This design comes from an exercise in tuning for small area and a short achievable clock period on the open sky130 flow, not from production work. Only simulation tests tie the RTL to the original design; equivalence was not proved. Power and IR drop assume default switching activity.

Design mips_cpu, start of the top module:
module mips_cpu (
    input  wire        clk,
    input  wire        rst,
    output wire [31:0] imem_addr,    
    input  wire [31:0] imem_rdata,   
    output wire [31:0] dmem_addr,    
    output wire [31:0] dmem_wdata,   
    output wire        dmem_we,      
    output wire        dmem_re,      
    input  wire [31:0] dmem_rdata    
);
clock: 15.0 ns
lec_check: 0
cap_margin: 20
core_margin: 2
core_utilization: 55
place_density: 0.7
slew_margin: 20
synth_hierarchical: 1
tns_end_percent: 10
standard.sh (not shown) runs the stock make flow with config.mk's settings and CLKGATE_MAP_FILE= SYNTH_SCRIPT=/design/flow/synth_recipe.tcl, a recipe that flattens the netlist after the stock synthesis.
==> flow/flow/run.sh <==
#!/bin/bash
# Own layout flow: the standard flow (standard.sh, standard synthesis
# unchanged) with changes only to how the layout is made:
#  - the port buffers are sky130_fd_sc_hd__buf_2 instead of the delay cell
#    that buffer_ports picks by default;
#  - clock tree synthesis without dummy loads, with larger sink clusters;
set -euo pipefail
export BUFFER_PORTS_ARGS="-buffer_cell sky130_fd_sc_hd__buf_2"
export CTS_ARGS="-sink_clustering_enable -repair_clock_nets -dont_use_dummy_load -sink_clustering_size 25 -sink_clustering_max_diameter 90"
bash standard.sh SETUP_SLACK_MARGIN=5.3 finish > make_finish.log 2>&1
Edit:
--- a/flow/flow/run.sh
+++ b/flow/flow/run.sh
@@ -6 +6,3 @@
-#  - clock tree synthesis without dummy loads, with larger sink clusters;
+#  - clock tree synthesis without dummy loads, with larger sink clusters.
+# The clock period, constraints, tap cells and power grid are the standard ones.
+# make's full output goes to make_finish.log; ORFS keeps each step's log in orfs/logs.
@@ -10 +12 @@
-bash standard.sh SETUP_SLACK_MARGIN=5.3 finish > make_finish.log 2>&1
+bash standard.sh finish > make_finish.log 2>&1
CORE_UTILIZATION = 58   (was 55)
SETUP_SLACK_MARGIN = 5   (was default)
TNS_END_PERCENT = default   (was 10)
Result: Critical path depth is higher by 4; sequential share of layout area is higher by 0.84 points; routed wire length is higher by 0.56%; area after synthesis is unchanged; design area is lower by 1.5%; sequential power barely changes; maximum frequency is lower by 2.4%; clock-buffer cell count is higher by 1; power is lower by 0.48%; die area is lower by 5.1%; global-route usage is higher by 3.1 points.
Edit:
--- a/flow/flow/run.sh
+++ b/flow/flow/run.sh
@@ -6,3 +6 @@
-#  - clock tree synthesis without dummy loads, with larger sink clusters.
-# The clock period, constraints, tap cells and power grid are the standard ones.
-# make's full output goes to make_finish.log; ORFS keeps each step's log in orfs/logs.
+#  - clock tree synthesis without dummy loads, with larger sink clusters;
@@ -12 +10 @@
-bash standard.sh finish > make_finish.log 2>&1
+bash standard.sh SETUP_SLACK_MARGIN=5.6 finish > make_finish.log 2>&1
CORE_UTILIZATION = 55   (was 58)
PLACE_DENSITY = default   (was 0.7)
SETUP_SLACK_MARGIN = default   (was 5)
TNS_END_PERCENT = 10   (was default)
What happened: Final area went up by a few percent. Maximum frequency came out higher by a few percent. Routed wire length goes up by roughly a tenth. Combinational power came out higher by roughly a tenth. Setup slack is better by 0.24 ns. Via count rises by a few percent. Non-clock buffer count climbs by 134. Core utilization drops by 1.2 points. Total power came out higher by a few percent.
Edit:
--- a/flow/flow/run.sh
+++ b/flow/flow/run.sh
@@ -6 +6,3 @@
-#  - clock tree synthesis without dummy loads, with larger sink clusters;
+#  - clock tree synthesis without dummy loads, with larger sink clusters.
+# The clock period, constraints, tap cells and power grid are the standard ones.
+# make's full output goes to make_finish.log; ORFS keeps each step's log in orfs/logs.
@@ -10 +12 @@
-bash standard.sh SETUP_SLACK_MARGIN=5.6 finish > make_finish.log 2>&1
+bash standard.sh finish > make_finish.log 2>&1
PLACE_DENSITY = 0.7   (was default)
SETUP_SLACK_MARGIN = 5   (was default)
TNS_END_PERCENT = default   (was 10)
Effect: The changed run finished with timing, DRC and antenna clean. Global-route usage went down by 4.0 points. Sequential power is about the same. Wire length went down by 8.8%. Synthesized area is unchanged. Total power drops by 2.8%.


## run a
Starting RTL as in the previous note.
Design mips_cpu, start of the top module:
module mips_cpu (
    input  wire        clk,
    input  wire        rst,
    output wire [31:0] imem_addr,    
    input  wire [31:0] imem_rdata,   
    output wire [31:0] dmem_addr,    
    output wire [31:0] dmem_wdata,   
    output wire        dmem_we,      
    output wire        dmem_re,      
    input  wire [31:0] dmem_rdata    
);
==> flow/config.mk <==
export PLATFORM = sky130hd
export DESIGN_NAME = mips_cpu
export DESIGN_NICKNAME = mips_cpu
export VERILOG_FILES = /design/flow/design.v
export SDC_FILE = /design/flow/constraint.sdc
export NUM_CORES = 4
export LEC_CHECK = 0
export CAP_MARGIN = 20
export CORE_MARGIN = 2
export CORE_UTILIZATION = 55
export PLACE_DENSITY = 0.75
export SLEW_MARGIN = 20
export SYNTH_HIERARCHICAL = 1
export TNS_END_PERCENT = 10
==> flow/constraint.sdc <==
create_clock -name core_clock -period 15.0 [get_ports {clk}]
set_input_delay 3.0000 -clock core_clock [delete_from_list [all_inputs] [get_ports {clk}]]
set_output_delay 3.0000 -clock core_clock [all_outputs]
set_load 0.01 [all_outputs]
==> flow/flow/run.sh <==
#!/bin/bash
# Own layout flow: the standard flow (standard.sh, standard synthesis
# unchanged) with changes only to how the layout is made:
#  - the port buffers are sky130_fd_sc_hd__buf_2 instead of the delay cell
#    that buffer_ports picks by default;
#  - clock tree synthesis without dummy loads, with larger sink clusters;
set -euo pipefail
export BUFFER_PORTS_ARGS="-buffer_cell sky130_fd_sc_hd__buf_2"
export CTS_ARGS="-sink_clustering_enable -repair_clock_nets -dont_use_dummy_load -sink_clustering_size 25 -sink_clustering_max_diameter 90"
bash standard.sh SETUP_SLACK_MARGIN=5.5 finish > make_finish.log 2>&1
Input changes introduced in run b (baseline for comparison: run a):
Settings: a deleted TNS_END_PERCENT that had been 10; an added SETUP_SLACK_MARGIN of 5; a deleted PLACE_DENSITY that had been 0.75.
==> flow/flow/run.sh <==
#!/bin/bash
# Own layout flow: the standard flow (standard.sh, standard synthesis
# unchanged) with changes only to how the layout is made:
#  - the port buffers are sky130_fd_sc_hd__buf_2 instead of the delay cell
#    that buffer_ports picks by default;
#  - clock tree synthesis without dummy loads, with larger sink clusters.
# The clock period, constraints, tap cells and power grid are the standard ones.
# make's full output goes to make_finish.log; ORFS keeps each step's log in orfs/logs.
set -euo pipefail
export BUFFER_PORTS_ARGS="-buffer_cell sky130_fd_sc_hd__buf_2"
export CTS_ARGS="-sink_clustering_enable -repair_clock_nets -dont_use_dummy_load -sink_clustering_size 25 -sink_clustering_max_diameter 90"
bash standard.sh finish > make_finish.log 2>&1
- Run b: post-route core utilization lower than run a
- Total met2 wirelength after detailed routing: run b higher than run a
- Run b falls short of run a in shortest period the worst path allows.
- Summary of run b over run a: clock skew after layout increased by 0.015 ns relative to the old numbers; cell area decreased by 2.6% relative to the old numbers; sequential share of layout area increased by 1.4 points relative to the old numbers; power after layout decreased by 0.68% relative to the old numbers.
- Diff run b and run a: logic gate share of total power higher in run a

[port drivers added, routing unchanged]
The results above use ideal ports. As a check the final layouts listed here were re-extracted and re-timed, cells and wires unchanged. Step 1 (the two cells are an assumption about what drives the block):
set clk [get_ports {clk}]
set_driving_cell -lib_cell sky130_fd_sc_hd__clkbuf_16 $clk
set_driving_cell -lib_cell sky130_fd_sc_hd__buf_2 [delete_from_list [all_inputs] $clk]
Step 2 moves the port delays by t, midway between the first and last clock arrival at a register: inputs arrive t later, outputs are due t later. That takes back most of the time a late clock gives input paths. Three values: ideal, step 1, step 2; two values: the first two.
| run | t, ns | setup WS [ns] | worst setup path at the end | worst data-port slew with drivers (ns) | pins driven straight from the clock port |
|---|---|---|---|---|---|
| the first run of note 1 | 0.746 | 5.203 / 5.154 / 4.743 | input to register | 0.07 | 1 |
| the second run of note 1 | 0.709 | 4.964 / 4.928 / 4.523 | input to register | 0.07 | 1 |
| the third run of note 1 | 0.723 | 5.209 / 5.119 / 4.956 | input to register | 0.19 | 1 |
| the fourth run of note 1 | 0.724 | 4.974 / 4.936 / 4.537 | input to register | 0.07 | 1 |
| run a | 0.730 | 5.251 / 5.160 / 4.562 | input to register | 0.16 | 1 |
| run b | 0.726 | 4.917 / 4.888 / 4.517 | input to register | 0.06 | 1 |
After both steps every run listed still meets setup and hold. For run a, which loses most, drivers alone change the setup slack by -0.091 ns; drivers and shift together by -0.689 ns.
